Source: an optimization exercise on an open RTL-to-GDS flow (aim: small area and a short achievable clock period). Production flows keep margins and buffers that such runs may drop.
No functional check of the RTL was part of any run shown here.
No activity file was given, so power comes from the tool's default toggle rates.

==> flow/design.v (outline; a module is shown in full before it is edited, if it fits) <==
// module and64: 7 lines
// module or64: 7 lines
// module xnor64: 7 lines
// module xor64_by_1: 7 lines
// module comp_sign_extend: 7 lines
// module set_lsb: 6 lines
// module vadder64: 15 lines
// module shift64: 529 lines
// module lt65: 7 lines
// module gt65: 7 lines
// module mux8_to_1_x64: 38 lines
// module alu64: 540 lines
// module alu64_sync: 49 lines
module alu64_sync(
    input clk,
    input en,
    input MD,
    input [2:0] OP,
    input [63:0] R1,
    input [63:0] R2,
    output reg EQ,
    output reg GT,
    output reg LT,
    output reg OVR,
    output reg [63:0] Q
    );
  // ...
==> flow/flow/run.sh <==
#!/bin/bash
# Standard ORFS layout (the standard.sh), with the port buffers made from the
# smallest buffer cell instead of the one buffer_ports picks by default.
set -euo pipefail
bash standard.sh BUFFER_PORTS_ARGS="-buffer_cell sky130_fd_sc_hd__buf_1" finish > standard.log 2>&1
==> flow/standard.sh <==
#!/bin/bash
# synth_recipe.tcl (not shown) runs the flow's synth.tcl, then flattens the netlist and writes it again
# the make line also repeats each setting of config.mk as NAME=value (left out here)
make -C /OpenROAD-flow-scripts/flow DESIGN_CONFIG=/design/flow/config.mk WORK_HOME=/design/flow/orfs CLKGATE_MAP_FILE= SYNTH_SCRIPT=/design/flow/synth_recipe.tcl "${@:-finish}"
==> flow/config.mk <==
export PLATFORM = sky130hd
export DESIGN_NAME = alu64_sync
export DESIGN_NICKNAME = alu64_sync
export VERILOG_FILES = /design/flow/design.v
export SDC_FILE = /design/flow/constraint.sdc
export NUM_CORES = 4
export LEC_CHECK = 0
export ABC_AREA = 1
export CAP_MARGIN = 20
export CORE_MARGIN = 2
export CORE_UTILIZATION = 40
export SETUP_SLACK_MARGIN = 2.1
export SLEW_MARGIN = 20
==> flow/constraint.sdc <==
create_clock -name core_clock -period 4.0 [get_ports {clk}]
set_input_delay 0.8000 -clock core_clock [delete_from_list [all_inputs] [get_ports {clk}]]
set_output_delay 0.8000 -clock core_clock [all_outputs]
set_load 0.01 [all_outputs]
==> summary.txt, run 1 <==
PD cells=291 nW/um^2; Crit Reg-Reg Startpoint=V_r[0]$_SDFF_PN0_; Initial Util=around two fifths; Detailed Place HPWL=~54000 um; area share of xor/xnor cells in the synthesized design=2.24%; layout cells sized above 1=33.4%; mean cell area of the mapped netlist=5.38 um^2; first-pass GRT wire length=116000 um; dpl cell area=around 18000 um^2; die height=~210 um; EDFF count, synth=0; largest net degree at the start of global routing=65; H-tree lvl count=4; Total Routing Usage GR=36.3%; P_int=about 4 mW; status=complete, no violations; switching share of total power=44.1%; WP buf/inv=3; most common cell after layout, fill and taps aside=nand2_1; multiplexer share of the synthesized area=1.97%; Crit. End Element=flop; via count=about 23000; WP data required=4.35 ns; die area=42200 um^2; skew final=~0.022 ns; Pleak=approximately 12 nW; clk tree area frac=2.48%; WL final=85200 um; TritonCTS clock tree=yes
==> module alu64_sync, before the edit <==
module alu64_sync(
    input clk,
    input en,
    input MD,
    input [2:0] OP,
    input [63:0] R1,
    input [63:0] R2,
    output reg EQ,
    output reg GT,
    output reg LT,
    output reg OVR,
    output reg [63:0] Q
    );
	reg [63:0] D_r;
	reg [5:0] V_r;
	reg FILL_r, REV_r, ADD_r, SLT_r, SGT_r, LT_r, EQ_r, OVR_r;
	reg [7:1] BC_r;
	wire [63:0] D_w, S_w;
	wire [5:0] V_w;
	wire FILL_w, REV_w, ADD_w, SLT_w, SGT_w, LT_w, EQ_w, OVR_w;
	wire [7:1] BC_w;
	wire GT_1 = ~(LT_r | EQ_r);
	always @(posedge clk)
	begin
		D_r <= D_w;
		V_r <= V_w;
		FILL_r <= FILL_w;
		REV_r <= REV_w;
		ADD_r <= ADD_w;
		BC_r <= BC_w;
		SLT_r <= SLT_w;
		SGT_r <= SGT_w;
		LT_r <= LT_w;
		EQ_r <= EQ_w;
		OVR_r <= OVR_w;
		EQ <= EQ_r;
		GT <= GT_1;
		LT <= LT_r;
		OVR <= OVR_r;
		Q <= {S_w[63:1], S_w[0] | (SLT_r & LT_r) | (SGT_r & GT_1)};
	end
	alu64 u_front (
		.en(en), .MD(MD), .OP(OP), .R1(R1), .R2(R2),
		.D(D_w), .V(V_w), .FILL(FILL_w), .REV(REV_w), .ADD(ADD_w), .BC(BC_w),
		.SLT(SLT_w), .SGT(SGT_w), .LT(LT_w), .EQ(EQ_w), .OVR(OVR_w));
	shift64 u_back (
		.D(D_r), .V(V_r), .FILL(FILL_r), .REV(REV_r), .ADD(ADD_r), .BC(BC_r),
		.S(S_w));
endmodule
==> run 2, diff against run 1 <==
--- a/flow/design.v
+++ b/flow/design.v
@@ -520,81 +520,80 @@
     assign sr5[56] = V[5] ? FILL : sr4[56];
     assign sr5[57] = V[5] ? FILL : sr4[57];
     assign sr5[58] = V[5] ? FILL : sr4[58];
     assign sr5[59] = V[5] ? FILL : sr4[59];
     assign sr5[60] = V[5] ? FILL : sr4[60];
     assign sr5[61] = V[5] ? FILL : sr4[61];
     assign sr5[62] = V[5] ? FILL : sr4[62];
     assign sr5[63] = V[5] ? FILL : sr4[63];
-    wire nrm = ~REV & ~ADD;
-    assign S[0] = (REV & sr5[63]) | (nrm & sr5[0]) | (ADD & (D[0] ^ fl[0]));
-    assign S[1] = (REV & sr5[62]) | (nrm & sr5[1]) | (ADD & (D[1] ^ fl[1]));
-    assign S[2] = (REV & sr5[61]) | (nrm & sr5[2]) | (ADD & (D[2] ^ fl[2]));
-    assign S[3] = (REV & sr5[60]) | (nrm & sr5[3]) | (ADD & (D[3] ^ fl[3]));
-    assign S[4] = (REV & sr5[59]) | (nrm & sr5[4]) | (ADD & (D[4] ^ fl[4]));
-    assign S[5] = (REV & sr5[58]) | (nrm & sr5[5]) | (ADD & (D[5] ^ fl[5]));
-    assign S[6] = (REV & sr5[57]) | (nrm & sr5[6]) | (ADD & (D[6] ^ fl[6]));
-    assign S[7] = (REV & sr5[56]) | (nrm & sr5[7]) | (ADD & (D[7] ^ fl[7]));
-    assign S[8] = (REV & sr5[55]) | (nrm & sr5[8]) | (ADD & (D[8] ^ fl[8]));
-    assign S[9] = (REV & sr5[54]) | (nrm & sr5[9]) | (ADD & (D[9] ^ fl[9]));
-    assign S[10] = (REV & sr5[53]) | (nrm & sr5[10]) | (ADD & (D[10] ^ fl[10]));
-    assign S[11] = (REV & sr5[52]) | (nrm & sr5[11]) | (ADD & (D[11] ^ fl[11]));
-    assign S[12] = (REV & sr5[51]) | (nrm & sr5[12]) | (ADD & (D[12] ^ fl[12]));
-    assign S[13] = (REV & sr5[50]) | (nrm & sr5[13]) | (ADD & (D[13] ^ fl[13]));
-    assign S[14] = (REV & sr5[49]) | (nrm & sr5[14]) | (ADD & (D[14] ^ fl[14]));
-    assign S[15] = (REV & sr5[48]) | (nrm & sr5[15]) | (ADD & (D[15] ^ fl[15]));
-    assign S[16] = (REV & sr5[47]) | (nrm & sr5[16]) | (ADD & (D[16] ^ fl[16]));
-    assign S[17] = (REV & sr5[46]) | (nrm & sr5[17]) | (ADD & (D[17] ^ fl[17]));
-    assign S[18] = (REV & sr5[45]) | (nrm & sr5[18]) | (ADD & (D[18] ^ fl[18]));
-    assign S[19] = (REV & sr5[44]) | (nrm & sr5[19]) | (ADD & (D[19] ^ fl[19]));
-    assign S[20] = (REV & sr5[43]) | (nrm & sr5[20]) | (ADD & (D[20] ^ fl[20]));
-    assign S[21] = (REV & sr5[42]) | (nrm & sr5[21]) | (ADD & (D[21] ^ fl[21]));
-    assign S[22] = (REV & sr5[41]) | (nrm & sr5[22]) | (ADD & (D[22] ^ fl[22]));
-    assign S[23] = (REV & sr5[40]) | (nrm & sr5[23]) | (ADD & (D[23] ^ fl[23]));
-    assign S[24] = (REV & sr5[39]) | (nrm & sr5[24]) | (ADD & (D[24] ^ fl[24]));
-    assign S[25] = (REV & sr5[38]) | (nrm & sr5[25]) | (ADD & (D[25] ^ fl[25]));
-    assign S[26] = (REV & sr5[37]) | (nrm & sr5[26]) | (ADD & (D[26] ^ fl[26]));
-    assign S[27] = (REV & sr5[36]) | (nrm & sr5[27]) | (ADD & (D[27] ^ fl[27]));
-    assign S[28] = (REV & sr5[35]) | (nrm & sr5[28]) | (ADD & (D[28] ^ fl[28]));
-    assign S[29] = (REV & sr5[34]) | (nrm & sr5[29]) | (ADD & (D[29] ^ fl[29]));
-    assign S[30] = (REV & sr5[33]) | (nrm & sr5[30]) | (ADD & (D[30] ^ fl[30]));
-    assign S[31] = (REV & sr5[32]) | (nrm & sr5[31]) | (ADD & (D[31] ^ fl[31]));
-    assign S[32] = (REV & sr5[31]) | (nrm & sr5[32]) | (ADD & (D[32] ^ fl[32]));
-    assign S[33] = (REV & sr5[30]) | (nrm & sr5[33]) | (ADD & (D[33] ^ fl[33]));
-    assign S[34] = (REV & sr5[29]) | (nrm & sr5[34]) | (ADD & (D[34] ^ fl[34]));
-    assign S[35] = (REV & sr5[28]) | (nrm & sr5[35]) | (ADD & (D[35] ^ fl[35]));
-    assign S[36] = (REV & sr5[27]) | (nrm & sr5[36]) | (ADD & (D[36] ^ fl[36]));
-    assign S[37] = (REV & sr5[26]) | (nrm & sr5[37]) | (ADD & (D[37] ^ fl[37]));
-    assign S[38] = (REV & sr5[25]) | (nrm & sr5[38]) | (ADD & (D[38] ^ fl[38]));
-    assign S[39] = (REV & sr5[24]) | (nrm & sr5[39]) | (ADD & (D[39] ^ fl[39]));
-    assign S[40] = (REV & sr5[23]) | (nrm & sr5[40]) | (ADD & (D[40] ^ fl[40]));
-    assign S[41] = (REV & sr5[22]) | (nrm & sr5[41]) | (ADD & (D[41] ^ fl[41]));
-    assign S[42] = (REV & sr5[21]) | (nrm & sr5[42]) | (ADD & (D[42] ^ fl[42]));
-    assign S[43] = (REV & sr5[20]) | (nrm & sr5[43]) | (ADD & (D[43] ^ fl[43]));
-    assign S[44] = (REV & sr5[19]) | (nrm & sr5[44]) | (ADD & (D[44] ^ fl[44]));
-    assign S[45] = (REV & sr5[18]) | (nrm & sr5[45]) | (ADD & (D[45] ^ fl[45]));
-    assign S[46] = (REV & sr5[17]) | (nrm & sr5[46]) | (ADD & (D[46] ^ fl[46]));
-    assign S[47] = (REV & sr5[16]) | (nrm & sr5[47]) | (ADD & (D[47] ^ fl[47]));
-    assign S[48] = (REV & sr5[15]) | (nrm & sr5[48]) | (ADD & (D[48] ^ fl[48]));
-    assign S[49] = (REV & sr5[14]) | (nrm & sr5[49]) | (ADD & (D[49] ^ fl[49]));
-    assign S[50] = (REV & sr5[13]) | (nrm & sr5[50]) | (ADD & (D[50] ^ fl[50]));
-    assign S[51] = (REV & sr5[12]) | (nrm & sr5[51]) | (ADD & (D[51] ^ fl[51]));
-    assign S[52] = (REV & sr5[11]) | (nrm & sr5[52]) | (ADD & (D[52] ^ fl[52]));
-    assign S[53] = (REV & sr5[10]) | (nrm & sr5[53]) | (ADD & (D[53] ^ fl[53]));
-    assign S[54] = (REV & sr5[9]) | (nrm & sr5[54]) | (ADD & (D[54] ^ fl[54]));
-    assign S[55] = (REV & sr5[8]) | (nrm & sr5[55]) | (ADD & (D[55] ^ fl[55]));
-    assign S[56] = (REV & sr5[7]) | (nrm & sr5[56]) | (ADD & (D[56] ^ fl[56]));
-    assign S[57] = (REV & sr5[6]) | (nrm & sr5[57]) | (ADD & (D[57] ^ fl[57]));
-    assign S[58] = (REV & sr5[5]) | (nrm & sr5[58]) | (ADD & (D[58] ^ fl[58]));
-    assign S[59] = (REV & sr5[4]) | (nrm & sr5[59]) | (ADD & (D[59] ^ fl[59]));
-    assign S[60] = (REV & sr5[3]) | (nrm & sr5[60]) | (ADD & (D[60] ^ fl[60]));
-    assign S[61] = (REV & sr5[2]) | (nrm & sr5[61]) | (ADD & (D[61] ^ fl[61]));
-    assign S[62] = (REV & sr5[1]) | (nrm & sr5[62]) | (ADD & (D[62] ^ fl[62]));
-    assign S[63] = (REV & sr5[0]) | (nrm & sr5[63]) | (ADD & (D[63] ^ fl[63]));
+    assign S[0] = ADD ? (D[0] ^ fl[0]) : sr5[0];
+    assign S[1] = ADD ? (D[1] ^ fl[1]) : sr5[1];
+    assign S[2] = ADD ? (D[2] ^ fl[2]) : sr5[2];
+    assign S[3] = ADD ? (D[3] ^ fl[3]) : sr5[3];
+    assign S[4] = ADD ? (D[4] ^ fl[4]) : sr5[4];
+    assign S[5] = ADD ? (D[5] ^ fl[5]) : sr5[5];
+    assign S[6] = ADD ? (D[6] ^ fl[6]) : sr5[6];
+    assign S[7] = ADD ? (D[7] ^ fl[7]) : sr5[7];
+    assign S[8] = ADD ? (D[8] ^ fl[8]) : sr5[8];
+    assign S[9] = ADD ? (D[9] ^ fl[9]) : sr5[9];
+    assign S[10] = ADD ? (D[10] ^ fl[10]) : sr5[10];
+    assign S[11] = ADD ? (D[11] ^ fl[11]) : sr5[11];
+    assign S[12] = ADD ? (D[12] ^ fl[12]) : sr5[12];
+    assign S[13] = ADD ? (D[13] ^ fl[13]) : sr5[13];
+    assign S[14] = ADD ? (D[14] ^ fl[14]) : sr5[14];
+    assign S[15] = ADD ? (D[15] ^ fl[15]) : sr5[15];
+    assign S[16] = ADD ? (D[16] ^ fl[16]) : sr5[16];
+    assign S[17] = ADD ? (D[17] ^ fl[17]) : sr5[17];
+    assign S[18] = ADD ? (D[18] ^ fl[18]) : sr5[18];
+    assign S[19] = ADD ? (D[19] ^ fl[19]) : sr5[19];
+    assign S[20] = ADD ? (D[20] ^ fl[20]) : sr5[20];
+    assign S[21] = ADD ? (D[21] ^ fl[21]) : sr5[21];
+    assign S[22] = ADD ? (D[22] ^ fl[22]) : sr5[22];
+    assign S[23] = ADD ? (D[23] ^ fl[23]) : sr5[23];
+    assign S[24] = ADD ? (D[24] ^ fl[24]) : sr5[24];
+    assign S[25] = ADD ? (D[25] ^ fl[25]) : sr5[25];
+    assign S[26] = ADD ? (D[26] ^ fl[26]) : sr5[26];
+    assign S[27] = ADD ? (D[27] ^ fl[27]) : sr5[27];
+    assign S[28] = ADD ? (D[28] ^ fl[28]) : sr5[28];
+    assign S[29] = ADD ? (D[29] ^ fl[29]) : sr5[29];
+    assign S[30] = ADD ? (D[30] ^ fl[30]) : sr5[30];
+    assign S[31] = ADD ? (D[31] ^ fl[31]) : sr5[31];
+    assign S[32] = ADD ? (D[32] ^ fl[32]) : sr5[32];
+    assign S[33] = ADD ? (D[33] ^ fl[33]) : sr5[33];
+    assign S[34] = ADD ? (D[34] ^ fl[34]) : sr5[34];
+    assign S[35] = ADD ? (D[35] ^ fl[35]) : sr5[35];
+    assign S[36] = ADD ? (D[36] ^ fl[36]) : sr5[36];
+    assign S[37] = ADD ? (D[37] ^ fl[37]) : sr5[37];
+    assign S[38] = ADD ? (D[38] ^ fl[38]) : sr5[38];
+    assign S[39] = ADD ? (D[39] ^ fl[39]) : sr5[39];
+    assign S[40] = ADD ? (D[40] ^ fl[40]) : sr5[40];
+    assign S[41] = ADD ? (D[41] ^ fl[41]) : sr5[41];
+    assign S[42] = ADD ? (D[42] ^ fl[42]) : sr5[42];
+    assign S[43] = ADD ? (D[43] ^ fl[43]) : sr5[43];
+    assign S[44] = ADD ? (D[44] ^ fl[44]) : sr5[44];
+    assign S[45] = ADD ? (D[45] ^ fl[45]) : sr5[45];
+    assign S[46] = ADD ? (D[46] ^ fl[46]) : sr5[46];
+    assign S[47] = ADD ? (D[47] ^ fl[47]) : sr5[47];
+    assign S[48] = ADD ? (D[48] ^ fl[48]) : sr5[48];
+    assign S[49] = ADD ? (D[49] ^ fl[49]) : sr5[49];
+    assign S[50] = ADD ? (D[50] ^ fl[50]) : sr5[50];
+    assign S[51] = ADD ? (D[51] ^ fl[51]) : sr5[51];
+    assign S[52] = ADD ? (D[52] ^ fl[52]) : sr5[52];
+    assign S[53] = ADD ? (D[53] ^ fl[53]) : sr5[53];
+    assign S[54] = ADD ? (D[54] ^ fl[54]) : sr5[54];
+    assign S[55] = ADD ? (D[55] ^ fl[55]) : sr5[55];
+    assign S[56] = ADD ? (D[56] ^ fl[56]) : sr5[56];
+    assign S[57] = ADD ? (D[57] ^ fl[57]) : sr5[57];
+    assign S[58] = ADD ? (D[58] ^ fl[58]) : sr5[58];
+    assign S[59] = ADD ? (D[59] ^ fl[59]) : sr5[59];
+    assign S[60] = ADD ? (D[60] ^ fl[60]) : sr5[60];
+    assign S[61] = ADD ? (D[61] ^ fl[61]) : sr5[61];
+    assign S[62] = ADD ? (D[62] ^ fl[62]) : sr5[62];
+    assign S[63] = ADD ? (D[63] ^ fl[63]) : sr5[63];
 endmodule
 `timescale 1ns / 1ps
 module lt65(
     input [64:0] a,
     input [64:0] b,
     output a_lt_b
     );
 	assign a_lt_b = $signed(a) < $signed(b);
@@ -1100,140 +1099,148 @@
     assign EQ = MD ? eq1 : eq0;
     wire s_add = en & (OP == 3'b000);
     wire s_shl = en & (OP == 3'b001);
     wire s_shr = en & (OP == 3'b101);
     wire op_x = en & (OP == 3'b100);
     wire op_o = en & (OP == 3'b110);
     wire op_a = en & (OP == 3'b111);
     wire pas = ~en;
-    wire t00 = 1'b0;
+    wire shr_a = s_shr;
+    wire shl_a = s_shl;
     wire t01 = op_x | op_o;
-    wire t10 = op_x | op_o | pas;
-    wire t11 = op_o | op_a | pas;
+    wire t10 = op_x | op_o | pas | shr_a;
+    wire t11 = op_o | op_a | pas | shr_a;
     assign SLT = en & (OP == 3'b010);
     assign SGT = en & (OP == 3'b011);
     assign ADD = s_add;
     assign REV = s_shl;
     assign FILL = s_shr & MD & a[63];
     assign V = (s_shl | s_shr) ? b[5:0] : 6'd0;
     assign BC[1] = s_add & bc[1];
     assign BC[2] = s_add & bc[2];
     assign BC[3] = s_add & bc[3];
     assign BC[4] = s_add & bc[4];
     assign BC[5] = s_add & bc[5];
     assign BC[6] = s_add & bc[6];
     assign BC[7] = s_add & bc[7];
-    assign D[0] = (s_add & s0[0]) | (b[0] ? (a[0] ? t11 : t01) : (a[0] & t10)) | (s_shr & a[0]) | (s_shl & a[63]);
-    assign D[1] = (s_add & s0[1]) | (b[1] ? (a[1] ? t11 : t01) : (a[1] & t10)) | (s_shr & a[1]) | (s_shl & a[62]);
-    assign D[2] = (s_add & s0[2]) | (b[2] ? (a[2] ? t11 : t01) : (a[2] & t10)) | (s_shr & a[2]) | (s_shl & a[61]);
-    assign D[3] = (s_add & s0[3]) | (b[3] ? (a[3] ? t11 : t01) : (a[3] & t10)) | (s_shr & a[3]) | (s_shl & a[60]);
-    assign D[4] = (s_add & s0[4]) | (b[4] ? (a[4] ? t11 : t01) : (a[4] & t10)) | (s_shr & a[4]) | (s_shl & a[59]);
-    assign D[5] = (s_add & s0[5]) | (b[5] ? (a[5] ? t11 : t01) : (a[5] & t10)) | (s_shr & a[5]) | (s_shl & a[58]);
-    assign D[6] = (s_add & s0[6]) | (b[6] ? (a[6] ? t11 : t01) : (a[6] & t10)) | (s_shr & a[6]) | (s_shl & a[57]);
-    assign D[7] = (s_add & s0[7]) | (b[7] ? (a[7] ? t11 : t01) : (a[7] & t10)) | (s_shr & a[7]) | (s_shl & a[56]);
-    assign D[8] = (s_add & s0[8]) | (b[8] ? (a[8] ? t11 : t01) : (a[8] & t10)) | (s_shr & a[8]) | (s_shl & a[55]);
-    assign D[9] = (s_add & s0[9]) | (b[9] ? (a[9] ? t11 : t01) : (a[9] & t10)) | (s_shr & a[9]) | (s_shl & a[54]);
-    assign D[10] = (s_add & s0[10]) | (b[10] ? (a[10] ? t11 : t01) : (a[10] & t10)) | (s_shr & a[10]) | (s_shl & a[53]);
-    assign D[11] = (s_add & s0[11]) | (b[11] ? (a[11] ? t11 : t01) : (a[11] & t10)) | (s_shr & a[11]) | (s_shl & a[52]);
-    assign D[12] = (s_add & s0[12]) | (b[12] ? (a[12] ? t11 : t01) : (a[12] & t10)) | (s_shr & a[12]) | (s_shl & a[51]);
-    assign D[13] = (s_add & s0[13]) | (b[13] ? (a[13] ? t11 : t01) : (a[13] & t10)) | (s_shr & a[13]) | (s_shl & a[50]);
-    assign D[14] = (s_add & s0[14]) | (b[14] ? (a[14] ? t11 : t01) : (a[14] & t10)) | (s_shr & a[14]) | (s_shl & a[49]);
-    assign D[15] = (s_add & s0[15]) | (b[15] ? (a[15] ? t11 : t01) : (a[15] & t10)) | (s_shr & a[15]) | (s_shl & a[48]);
-    assign D[16] = (s_add & s0[16]) | (b[16] ? (a[16] ? t11 : t01) : (a[16] & t10)) | (s_shr & a[16]) | (s_shl & a[47]);
-    assign D[17] = (s_add & s0[17]) | (b[17] ? (a[17] ? t11 : t01) : (a[17] & t10)) | (s_shr & a[17]) | (s_shl & a[46]);
-    assign D[18] = (s_add & s0[18]) | (b[18] ? (a[18] ? t11 : t01) : (a[18] & t10)) | (s_shr & a[18]) | (s_shl & a[45]);
-    assign D[19] = (s_add & s0[19]) | (b[19] ? (a[19] ? t11 : t01) : (a[19] & t10)) | (s_shr & a[19]) | (s_shl & a[44]);
-    assign D[20] = (s_add & s0[20]) | (b[20] ? (a[20] ? t11 : t01) : (a[20] & t10)) | (s_shr & a[20]) | (s_shl & a[43]);
-    assign D[21] = (s_add & s0[21]) | (b[21] ? (a[21] ? t11 : t01) : (a[21] & t10)) | (s_shr & a[21]) | (s_shl & a[42]);
-    assign D[22] = (s_add & s0[22]) | (b[22] ? (a[22] ? t11 : t01) : (a[22] & t10)) | (s_shr & a[22]) | (s_shl & a[41]);
-    assign D[23] = (s_add & s0[23]) | (b[23] ? (a[23] ? t11 : t01) : (a[23] & t10)) | (s_shr & a[23]) | (s_shl & a[40]);
-    assign D[24] = (s_add & s0[24]) | (b[24] ? (a[24] ? t11 : t01) : (a[24] & t10)) | (s_shr & a[24]) | (s_shl & a[39]);
-    assign D[25] = (s_add & s0[25]) | (b[25] ? (a[25] ? t11 : t01) : (a[25] & t10)) | (s_shr & a[25]) | (s_shl & a[38]);
-    assign D[26] = (s_add & s0[26]) | (b[26] ? (a[26] ? t11 : t01) : (a[26] & t10)) | (s_shr & a[26]) | (s_shl & a[37]);
-    assign D[27] = (s_add & s0[27]) | (b[27] ? (a[27] ? t11 : t01) : (a[27] & t10)) | (s_shr & a[27]) | (s_shl & a[36]);
-    assign D[28] = (s_add & s0[28]) | (b[28] ? (a[28] ? t11 : t01) : (a[28] & t10)) | (s_shr & a[28]) | (s_shl & a[35]);
-    assign D[29] = (s_add & s0[29]) | (b[29] ? (a[29] ? t11 : t01) : (a[29] & t10)) | (s_shr & a[29]) | (s_shl & a[34]);
-    assign D[30] = (s_add & s0[30]) | (b[30] ? (a[30] ? t11 : t01) : (a[30] & t10)) | (s_shr & a[30]) | (s_shl & a[33]);
-    assign D[31] = (s_add & s0[31]) | (b[31] ? (a[31] ? t11 : t01) : (a[31] & t10)) | (s_shr & a[31]) | (s_shl & a[32]);
-    assign D[32] = (s_add & s0[32]) | (b[32] ? (a[32] ? t11 : t01) : (a[32] & t10)) | (s_shr & a[32]) | (s_shl & a[31]);
-    assign D[33] = (s_add & s0[33]) | (b[33] ? (a[33] ? t11 : t01) : (a[33] & t10)) | (s_shr & a[33]) | (s_shl & a[30]);
-    assign D[34] = (s_add & s0[34]) | (b[34] ? (a[34] ? t11 : t01) : (a[34] & t10)) | (s_shr & a[34]) | (s_shl & a[29]);
-    assign D[35] = (s_add & s0[35]) | (b[35] ? (a[35] ? t11 : t01) : (a[35] & t10)) | (s_shr & a[35]) | (s_shl & a[28]);
-    assign D[36] = (s_add & s0[36]) | (b[36] ? (a[36] ? t11 : t01) : (a[36] & t10)) | (s_shr & a[36]) | (s_shl & a[27]);
-    assign D[37] = (s_add & s0[37]) | (b[37] ? (a[37] ? t11 : t01) : (a[37] & t10)) | (s_shr & a[37]) | (s_shl & a[26]);
-    assign D[38] = (s_add & s0[38]) | (b[38] ? (a[38] ? t11 : t01) : (a[38] & t10)) | (s_shr & a[38]) | (s_shl & a[25]);
-    assign D[39] = (s_add & s0[39]) | (b[39] ? (a[39] ? t11 : t01) : (a[39] & t10)) | (s_shr & a[39]) | (s_shl & a[24]);
-    assign D[40] = (s_add & s0[40]) | (b[40] ? (a[40] ? t11 : t01) : (a[40] & t10)) | (s_shr & a[40]) | (s_shl & a[23]);
-    assign D[41] = (s_add & s0[41]) | (b[41] ? (a[41] ? t11 : t01) : (a[41] & t10)) | (s_shr & a[41]) | (s_shl & a[22]);
-    assign D[42] = (s_add & s0[42]) | (b[42] ? (a[42] ? t11 : t01) : (a[42] & t10)) | (s_shr & a[42]) | (s_shl & a[21]);
-    assign D[43] = (s_add & s0[43]) | (b[43] ? (a[43] ? t11 : t01) : (a[43] & t10)) | (s_shr & a[43]) | (s_shl & a[20]);
-    assign D[44] = (s_add & s0[44]) | (b[44] ? (a[44] ? t11 : t01) : (a[44] & t10)) | (s_shr & a[44]) | (s_shl & a[19]);
-    assign D[45] = (s_add & s0[45]) | (b[45] ? (a[45] ? t11 : t01) : (a[45] & t10)) | (s_shr & a[45]) | (s_shl & a[18]);
-    assign D[46] = (s_add & s0[46]) | (b[46] ? (a[46] ? t11 : t01) : (a[46] & t10)) | (s_shr & a[46]) | (s_shl & a[17]);
-    assign D[47] = (s_add & s0[47]) | (b[47] ? (a[47] ? t11 : t01) : (a[47] & t10)) | (s_shr & a[47]) | (s_shl & a[16]);
-    assign D[48] = (s_add & s0[48]) | (b[48] ? (a[48] ? t11 : t01) : (a[48] & t10)) | (s_shr & a[48]) | (s_shl & a[15]);
-    assign D[49] = (s_add & s0[49]) | (b[49] ? (a[49] ? t11 : t01) : (a[49] & t10)) | (s_shr & a[49]) | (s_shl & a[14]);
-    assign D[50] = (s_add & s0[50]) | (b[50] ? (a[50] ? t11 : t01) : (a[50] & t10)) | (s_shr & a[50]) | (s_shl & a[13]);
-    assign D[51] = (s_add & s0[51]) | (b[51] ? (a[51] ? t11 : t01) : (a[51] & t10)) | (s_shr & a[51]) | (s_shl & a[12]);
-    assign D[52] = (s_add & s0[52]) | (b[52] ? (a[52] ? t11 : t01) : (a[52] & t10)) | (s_shr & a[52]) | (s_shl & a[11]);
-    assign D[53] = (s_add & s0[53]) | (b[53] ? (a[53] ? t11 : t01) : (a[53] & t10)) | (s_shr & a[53]) | (s_shl & a[10]);
-    assign D[54] = (s_add & s0[54]) | (b[54] ? (a[54] ? t11 : t01) : (a[54] & t10)) | (s_shr & a[54]) | (s_shl & a[9]);
-    assign D[55] = (s_add & s0[55]) | (b[55] ? (a[55] ? t11 : t01) : (a[55] & t10)) | (s_shr & a[55]) | (s_shl & a[8]);
-    assign D[56] = (s_add & s0[56]) | (b[56] ? (a[56] ? t11 : t01) : (a[56] & t10)) | (s_shr & a[56]) | (s_shl & a[7]);
-    assign D[57] = (s_add & s0[57]) | (b[57] ? (a[57] ? t11 : t01) : (a[57] & t10)) | (s_shr & a[57]) | (s_shl & a[6]);
-    assign D[58] = (s_add & s0[58]) | (b[58] ? (a[58] ? t11 : t01) : (a[58] & t10)) | (s_shr & a[58]) | (s_shl & a[5]);
-    assign D[59] = (s_add & s0[59]) | (b[59] ? (a[59] ? t11 : t01) : (a[59] & t10)) | (s_shr & a[59]) | (s_shl & a[4]);
-    assign D[60] = (s_add & s0[60]) | (b[60] ? (a[60] ? t11 : t01) : (a[60] & t10)) | (s_shr & a[60]) | (s_shl & a[3]);
-    assign D[61] = (s_add & s0[61]) | (b[61] ? (a[61] ? t11 : t01) : (a[61] & t10)) | (s_shr & a[61]) | (s_shl & a[2]);
-    assign D[62] = (s_add & s0[62]) | (b[62] ? (a[62] ? t11 : t01) : (a[62] & t10)) | (s_shr & a[62]) | (s_shl & a[1]);
-    assign D[63] = (s_add & s0[63]) | (b[63] ? (a[63] ? t11 : t01) : (a[63] & t10)) | (s_shr & a[63]) | (s_shl & a[0]);
+    assign D[0] = (s_add & s0[0]) | (b[0] ? (a[0] ? t11 : t01) : (a[0] & t10)) | (shl_a & a[63]);
+    assign D[1] = (s_add & s0[1]) | (b[1] ? (a[1] ? t11 : t01) : (a[1] & t10)) | (shl_a & a[62]);
+    assign D[2] = (s_add & s0[2]) | (b[2] ? (a[2] ? t11 : t01) : (a[2] & t10)) | (shl_a & a[61]);
+    assign D[3] = (s_add & s0[3]) | (b[3] ? (a[3] ? t11 : t01) : (a[3] & t10)) | (shl_a & a[60]);
+    assign D[4] = (s_add & s0[4]) | (b[4] ? (a[4] ? t11 : t01) : (a[4] & t10)) | (shl_a & a[59]);
+    assign D[5] = (s_add & s0[5]) | (b[5] ? (a[5] ? t11 : t01) : (a[5] & t10)) | (shl_a & a[58]);
+    assign D[6] = (s_add & s0[6]) | (b[6] ? (a[6] ? t11 : t01) : (a[6] & t10)) | (shl_a & a[57]);
+    assign D[7] = (s_add & s0[7]) | (b[7] ? (a[7] ? t11 : t01) : (a[7] & t10)) | (shl_a & a[56]);
+    assign D[8] = (s_add & s0[8]) | (b[8] ? (a[8] ? t11 : t01) : (a[8] & t10)) | (shl_a & a[55]);
+    assign D[9] = (s_add & s0[9]) | (b[9] ? (a[9] ? t11 : t01) : (a[9] & t10)) | (shl_a & a[54]);
+    assign D[10] = (s_add & s0[10]) | (b[10] ? (a[10] ? t11 : t01) : (a[10] & t10)) | (shl_a & a[53]);
+    assign D[11] = (s_add & s0[11]) | (b[11] ? (a[11] ? t11 : t01) : (a[11] & t10)) | (shl_a & a[52]);
+    assign D[12] = (s_add & s0[12]) | (b[12] ? (a[12] ? t11 : t01) : (a[12] & t10)) | (shl_a & a[51]);
+    assign D[13] = (s_add & s0[13]) | (b[13] ? (a[13] ? t11 : t01) : (a[13] & t10)) | (shl_a & a[50]);
+    assign D[14] = (s_add & s0[14]) | (b[14] ? (a[14] ? t11 : t01) : (a[14] & t10)) | (shl_a & a[49]);
+    assign D[15] = (s_add & s0[15]) | (b[15] ? (a[15] ? t11 : t01) : (a[15] & t10)) | (shl_a & a[48]);
+    assign D[16] = (s_add & s0[16]) | (b[16] ? (a[16] ? t11 : t01) : (a[16] & t10)) | (shl_a & a[47]);
+    assign D[17] = (s_add & s0[17]) | (b[17] ? (a[17] ? t11 : t01) : (a[17] & t10)) | (shl_a & a[46]);
+    assign D[18] = (s_add & s0[18]) | (b[18] ? (a[18] ? t11 : t01) : (a[18] & t10)) | (shl_a & a[45]);
+    assign D[19] = (s_add & s0[19]) | (b[19] ? (a[19] ? t11 : t01) : (a[19] & t10)) | (shl_a & a[44]);
+    assign D[20] = (s_add & s0[20]) | (b[20] ? (a[20] ? t11 : t01) : (a[20] & t10)) | (shl_a & a[43]);
+    assign D[21] = (s_add & s0[21]) | (b[21] ? (a[21] ? t11 : t01) : (a[21] & t10)) | (shl_a & a[42]);
+    assign D[22] = (s_add & s0[22]) | (b[22] ? (a[22] ? t11 : t01) : (a[22] & t10)) | (shl_a & a[41]);
+    assign D[23] = (s_add & s0[23]) | (b[23] ? (a[23] ? t11 : t01) : (a[23] & t10)) | (shl_a & a[40]);
+    assign D[24] = (s_add & s0[24]) | (b[24] ? (a[24] ? t11 : t01) : (a[24] & t10)) | (shl_a & a[39]);
+    assign D[25] = (s_add & s0[25]) | (b[25] ? (a[25] ? t11 : t01) : (a[25] & t10)) | (shl_a & a[38]);
+    assign D[26] = (s_add & s0[26]) | (b[26] ? (a[26] ? t11 : t01) : (a[26] & t10)) | (shl_a & a[37]);
+    assign D[27] = (s_add & s0[27]) | (b[27] ? (a[27] ? t11 : t01) : (a[27] & t10)) | (shl_a & a[36]);
+    assign D[28] = (s_add & s0[28]) | (b[28] ? (a[28] ? t11 : t01) : (a[28] & t10)) | (shl_a & a[35]);
+    assign D[29] = (s_add & s0[29]) | (b[29] ? (a[29] ? t11 : t01) : (a[29] & t10)) | (shl_a & a[34]);
+    assign D[30] = (s_add & s0[30]) | (b[30] ? (a[30] ? t11 : t01) : (a[30] & t10)) | (shl_a & a[33]);
+    assign D[31] = (s_add & s0[31]) | (b[31] ? (a[31] ? t11 : t01) : (a[31] & t10)) | (shl_a & a[32]);
+    assign D[32] = (s_add & s0[32]) | (b[32] ? (a[32] ? t11 : t01) : (a[32] & t10)) | (shl_a & a[31]);
+    assign D[33] = (s_add & s0[33]) | (b[33] ? (a[33] ? t11 : t01) : (a[33] & t10)) | (shl_a & a[30]);
+    assign D[34] = (s_add & s0[34]) | (b[34] ? (a[34] ? t11 : t01) : (a[34] & t10)) | (shl_a & a[29]);
+    assign D[35] = (s_add & s0[35]) | (b[35] ? (a[35] ? t11 : t01) : (a[35] & t10)) | (shl_a & a[28]);
+    assign D[36] = (s_add & s0[36]) | (b[36] ? (a[36] ? t11 : t01) : (a[36] & t10)) | (shl_a & a[27]);
+    assign D[37] = (s_add & s0[37]) | (b[37] ? (a[37] ? t11 : t01) : (a[37] & t10)) | (shl_a & a[26]);
+    assign D[38] = (s_add & s0[38]) | (b[38] ? (a[38] ? t11 : t01) : (a[38] & t10)) | (shl_a & a[25]);
+    assign D[39] = (s_add & s0[39]) | (b[39] ? (a[39] ? t11 : t01) : (a[39] & t10)) | (shl_a & a[24]);
+    assign D[40] = (s_add & s0[40]) | (b[40] ? (a[40] ? t11 : t01) : (a[40] & t10)) | (shl_a & a[23]);
+    assign D[41] = (s_add & s0[41]) | (b[41] ? (a[41] ? t11 : t01) : (a[41] & t10)) | (shl_a & a[22]);
+    assign D[42] = (s_add & s0[42]) | (b[42] ? (a[42] ? t11 : t01) : (a[42] & t10)) | (shl_a & a[21]);
+    assign D[43] = (s_add & s0[43]) | (b[43] ? (a[43] ? t11 : t01) : (a[43] & t10)) | (shl_a & a[20]);
+    assign D[44] = (s_add & s0[44]) | (b[44] ? (a[44] ? t11 : t01) : (a[44] & t10)) | (shl_a & a[19]);
+    assign D[45] = (s_add & s0[45]) | (b[45] ? (a[45] ? t11 : t01) : (a[45] & t10)) | (shl_a & a[18]);
+    assign D[46] = (s_add & s0[46]) | (b[46] ? (a[46] ? t11 : t01) : (a[46] & t10)) | (shl_a & a[17]);
+    assign D[47] = (s_add & s0[47]) | (b[47] ? (a[47] ? t11 : t01) : (a[47] & t10)) | (shl_a & a[16]);
+    assign D[48] = (s_add & s0[48]) | (b[48] ? (a[48] ? t11 : t01) : (a[48] & t10)) | (shl_a & a[15]);
+    assign D[49] = (s_add & s0[49]) | (b[49] ? (a[49] ? t11 : t01) : (a[49] & t10)) | (shl_a & a[14]);
+    assign D[50] = (s_add & s0[50]) | (b[50] ? (a[50] ? t11 : t01) : (a[50] & t10)) | (shl_a & a[13]);
+    assign D[51] = (s_add & s0[51]) | (b[51] ? (a[51] ? t11 : t01) : (a[51] & t10)) | (shl_a & a[12]);
+    assign D[52] = (s_add & s0[52]) | (b[52] ? (a[52] ? t11 : t01) : (a[52] & t10)) | (shl_a & a[11]);
+    assign D[53] = (s_add & s0[53]) | (b[53] ? (a[53] ? t11 : t01) : (a[53] & t10)) | (shl_a & a[10]);
+    assign D[54] = (s_add & s0[54]) | (b[54] ? (a[54] ? t11 : t01) : (a[54] & t10)) | (shl_a & a[9]);
+    assign D[55] = (s_add & s0[55]) | (b[55] ? (a[55] ? t11 : t01) : (a[55] & t10)) | (shl_a & a[8]);
+    assign D[56] = (s_add & s0[56]) | (b[56] ? (a[56] ? t11 : t01) : (a[56] & t10)) | (shl_a & a[7]);
+    assign D[57] = (s_add & s0[57]) | (b[57] ? (a[57] ? t11 : t01) : (a[57] & t10)) | (shl_a & a[6]);
+    assign D[58] = (s_add & s0[58]) | (b[58] ? (a[58] ? t11 : t01) : (a[58] & t10)) | (shl_a & a[5]);
+    assign D[59] = (s_add & s0[59]) | (b[59] ? (a[59] ? t11 : t01) : (a[59] & t10)) | (shl_a & a[4]);
+    assign D[60] = (s_add & s0[60]) | (b[60] ? (a[60] ? t11 : t01) : (a[60] & t10)) | (shl_a & a[3]);
+    assign D[61] = (s_add & s0[61]) | (b[61] ? (a[61] ? t11 : t01) : (a[61] & t10)) | (shl_a & a[2]);
+    assign D[62] = (s_add & s0[62]) | (b[62] ? (a[62] ? t11 : t01) : (a[62] & t10)) | (shl_a & a[1]);
+    assign D[63] = (s_add & s0[63]) | (b[63] ? (a[63] ? t11 : t01) : (a[63] & t10)) | (shl_a & a[0]);
 endmodule
 `timescale 1ns / 1ps
 module alu64_sync(
     input clk,
     input en,
     input MD,
     input [2:0] OP,
     input [63:0] R1,
     input [63:0] R2,
     output reg EQ,
     output reg GT,
     output reg LT,
     output reg OVR,
-    output reg [63:0] Q
+    output [63:0] Q
     );
 	reg [63:0] D_r;
 	reg [5:0] V_r;
 	reg FILL_r, REV_r, ADD_r, SLT_r, SGT_r, LT_r, EQ_r, OVR_r;
 	reg [7:1] BC_r;
+	reg [63:0] Q2;
+	reg REV2;
 	wire [63:0] D_w, S_w;
 	wire [5:0] V_w;
 	wire FILL_w, REV_w, ADD_w, SLT_w, SGT_w, LT_w, EQ_w, OVR_w;
 	wire [7:1] BC_w;
 	wire GT_1 = ~(LT_r | EQ_r);
 	always @(posedge clk)
 	begin
 		D_r <= D_w;
-		V_r <= V_w;
+		V_r <= V_w[5:0];
 		FILL_r <= FILL_w;
 		REV_r <= REV_w;
 		ADD_r <= ADD_w;
 		BC_r <= BC_w;
 		SLT_r <= SLT_w;
 		SGT_r <= SGT_w;
 		LT_r <= LT_w;
 		EQ_r <= EQ_w;
 		OVR_r <= OVR_w;
 		EQ <= EQ_r;
 		GT <= GT_1;
 		LT <= LT_r;
 		OVR <= OVR_r;
-		Q <= {S_w[63:1], S_w[0] | (SLT_r & LT_r) | (SGT_r & GT_1)};
+		Q2 <= {S_w[63:1], S_w[0] | (SLT_r & LT_r) | (SGT_r & GT_1)};
+		REV2 <= REV_r;
 	end
+	genvar i;
+	generate for (i = 0; i < 64; i = i + 1) begin : g_q
+		assign Q[i] = REV2 ? Q2[63 - i] : Q2[i];
+	end endgenerate
 	alu64 u_front (
 		.en(en), .MD(MD), .OP(OP), .R1(R1), .R2(R2),
 		.D(D_w), .V(V_w), .FILL(FILL_w), .REV(REV_w), .ADD(ADD_w), .BC(BC_w),
 		.SLT(SLT_w), .SGT(SGT_w), .LT(LT_w), .EQ(EQ_w), .OVR(OVR_w));
 	shift64 u_back (
 		.D(D_r), .V(V_r), .FILL(FILL_r), .REV(REV_r), .ADD(ADD_r), .BC(BC_r),
 		.S(S_w));
 endmodule
==> flow/config.mk (replaced) <==
export PLATFORM = sky130hd
export DESIGN_NAME = alu64_sync
export DESIGN_NICKNAME = alu64_sync
export VERILOG_FILES = /design/flow/design.v
export SDC_FILE = /design/flow/constraint.sdc
export NUM_CORES = 4
export LEC_CHECK = 0
export ABC_AREA = 1
export CAP_MARGIN = 20
export CORE_MARGIN = 2
export CORE_UTILIZATION = 40
export SETUP_SLACK_MARGIN = 1.5
export SLEW_MARGIN = 20
==> run 2 against run 1 <==
Register-to-register slack worse by 0.16 ns. Sequential share of layout area up 4.3 points. Still clean on timing, DRC and antenna. Clock power down 2%. Fmax down 6.5%. Clock skew down 0.0079 ns. Die area up 0.37%. Global-route usage down 4.9 points. Sequential cell count up 1. Cell area down 25%.
==> summary.txt, run 2 <==
share of the core filled with cells=45.7%; Hold Crit Endpoint=REV2$_DFF_P_; global route overflow=0; WL/cell=19.3 um; mean cell area of the mapped netlist=5.48 um^2 (+1.9%); first-iteration detailed-routing DRC count=2038; Synth area leader=nand2_1; number of fill cells=4457; R2R Path End=Q2[9]$_DFF_P_; biggest regs=D_r x64, Q2 x64, BC_r x7; via count=20600 (-10%); Initial Util=40.7% (+0.060 points); total core area=40000 um^2; total chip power=around 6.0 mW; hold_sp=REV_r$_DFF_P_; fin crit period=2.43 ns; most frequent cells in the layout=nand2_1, inv_1, nand3_1, o21ai_0, buf_1; die area=42400 um^2 (+0.37%); clock sinks=about 150; most frequent cell after synthesis=nand2_1; TritonCTS clock tree=yes; crit path kind=flop to flop; slew at the pin closest to its max-slew limit=1.09 ns; largest net degree at the start of global routing=129 (+98%); Antenna diodes=0; CTS clk-pin slew, worst paths=0.07 ns; CTS buffer count=17; min-delay worst type=flop to flop; drt via density=5.67; sequential share of the synthesized area=between 10% and 20%; clock latency (worst-skew pair)=around 0.45 ns; final setup fails=0; syn nets=3113; f_max=a little over 0.4 GHz; Hold Vio Cnt, Final=0; CTS Buffer Depth=2; status=complete, no violations; FFs w/ async S/R, synth=0%; antenna viol nets, final=0; Hold Buf Count CTS=0; Slew Viols, Final=0; crit share post-route=around three fifths; number of global-route vias before repair=18100; Critical Path Start Type=flop; max-cap check violation count=0; I/O pins=202; Yosys top cell area share=between 20% and 30%; die height=206 um (+0.18%); worst-case reg-to-reg path depth=9; worst hold slack=0.326 ns; WL final=70100 um (-18%); number of remaining DRC errors=0; post-synthesis cell count=2972; Crit Reg-Reg Startpoint=D_r[29]$_DFF_P_; IO buf count=201; Arr. time, crit path=approximately 2.8 ns; TritonRoute pass-1 iters=6; Worst R2R Setup Slack=approximately 1.6 ns; headroom to the max-slew limit=27.3%; initial antenna violation count=2; Final nets=around 3200; Seq cells post-synth=154; gpl congestion=roughly 1; Hold Crit Depth=0; Worst IR Drop VDD=around 0.26 mV; Synth Warn #=1; Crit. End Element=flop; unrepaired setup endpoints after global routing=true; Syn Std Cell Area=around 16000 um^2; Core Rows=73; setup_tns=0 ns; EDFF count, synth=0 (unchanged); Post-synth top cells=nand2_1, inv_1, o21ai_0; Worst Path Max Fanout=4; WP data required=4.39 ns (+0.04 ns); PD cells=327 nW/um^2 (+12%); Pleak=8.90 nW (-23%); Detailed Place HPWL=52500 um (-3.7%); most common cell after layout, fill and taps aside=nand2_1; P&R area growth vs syn=12.3%; Top FF cell, synth=dfxtp_1; layout cells sized above 1=6.22% (-27 points); synth top area cells=nand2_1, dfxtp_1, o21ai_0, nand3_1, inv_1; first-pass GRT wire length=102000 um (-12%); Total Routing Usage GR=31.4% (-4.9 points); skew final=0.0141 ns (-0.00792 ns); Die W=206 um; Clk Tree Root Cell=clkbuf_16; Cell variety after synth=52; H-tree lvl count=4 (unchanged)
[run 2: logic make-up (layout without fill, tap and decap cells)]
logic type / after synthesis / count (layout) / synth area share (%)
simple gates: 1602 / 1602 / 40.7
compound gates: 663 / 663 / 23.1
buf+inv: 474 / 607 / 12.1
flops: 154 / 154 / 18.9
mux: 37 / 37 / 2.27
xor+xnor: 35 / 35 / 2.34
fa+ha+maj: 7 / 7 / 0.537
[run 2: cell type report]
| class | count | area [um^2] | area share, % |
|---|---|---|---|
| flip-flops and latches | 154 | 3100 | 16.9 |
| multi-input cells | 2344 | 11300 | 62.0 |
| clock buffers | 18 | 439 | 2.40 |
| repair inverters | 2 | 13.8 | 0.0752 |
| repair buffers | 245 | 1310 | 7.17 |
| clock inverters | 14 | 173 | 0.944 |
| well taps | 525 | 657 | 3.59 |
| inverters | 328 | 1250 | 6.86 |
[run 2: worst max-delay path by stage]
stage	startpoint	cells after the start	slack [ns]	to
2_1_floorplan	MD	14	1.82	LT_r$_DFF_P_
3_3_place_gp	MD	17	0.88	LT_r$_DFF_P_
3_5_place_dp	MD	17	0.88	LT_r$_DFF_P_
4_1_cts	V_r[0]$_SDFF_PN0_	11	1.46	Q2[39]$_DFF_P_
5_1_grt	V_r[0]$_SDFF_PN0_	10	1.49	Q2[27]$_DFF_P_
6_report	D_r[29]$_DFF_P_	9	1.57	Q2[9]$_DFF_P_
[run 2: timing repair]
| item | in CTS | in global routing |
|---|---|---|
| setup endpoints to repair | 24 | 81 |
| gates cloned | 1 | 6 |
| setup buffers | 1 | 3 |
| resized for setup | 11 | 58 |
| pin swaps | 2 | 2 |
[run 2: critical path, cell delays in order, from the launching register on]
cell,delay [ns]
dfxtp_1,0.46
inv_1,0.16
o21ai_0,0.30
o21ai_1,0.17
or2_2,0.30
o21ai_0,0.11
o21ai_1,0.18
o211ai_1,0.38
nand3_1,0.20
nand2_1,0.10
[run 2: metrics by stage]
| step | setup slack (ns) | instance area, um^2 | std cells |
|---|---|---|---|
| 2_1_floorplan | 1.82 | 16300 | 2972 |
| 3_3_place_gp | 0.876 | 17300 | 3587 |
| 3_5_place_dp | 0.876 | 17300 | 3587 |
| 4_1_cts | 1.46 | 18000 | 3621 |
| 5_1_grt | 1.49 | 18300 | 3630 |
| 6_report | 1.57 | 18300 | 3630 |
[run 2: power by group]
part	switching, mW	internal [mW]
sequential	0.147	1.75
clock	0.737	0.963
combinational	1.66	0.723
total	2.54	3.43
[run 2: metal layers]
metal | wire length (um) | track usage [%]
met5 | 0 | 0
met4 | 3130 | 14.1
met3 | 6000 | 4.47
met2 | 30700 | 49.0
met1 | 30300 | 42.8

## re-timing with driven ports
In the flow no input, the clock included, has a driving cell. The finished layouts below were timed again as built, in two steps. Step 1 (the two cells are an assumption about what drives the block):
set clk [get_ports {clk}]
set_driving_cell -lib_cell sky130_fd_sc_hd__clkbuf_16 $clk
set_driving_cell -lib_cell sky130_fd_sc_hd__buf_2 [delete_from_list [all_inputs] $clk]
Step 2 times the ports against the registers' clock, not the clock port: input delays grow and output delays shrink by t, the midpoint of the rising clock arrivals with the driver on. Three values: ideal, step 1, step 2; two values: the first two.
run	t (ns)	setup WS [ns]	hold WS [ns]
run 1	0.527	1.726 / 1.726 / 1.218	0.348 / 0.348 / 0.348
run 2	0.501	1.568 / 1.568 / 1.166	0.326 / 0.326 / 0.326
After both steps setup and hold are still met in every run listed. The setup slack of run 1, which loses most, moves by 0.000 ns with the drivers and by -0.508 ns with both steps.
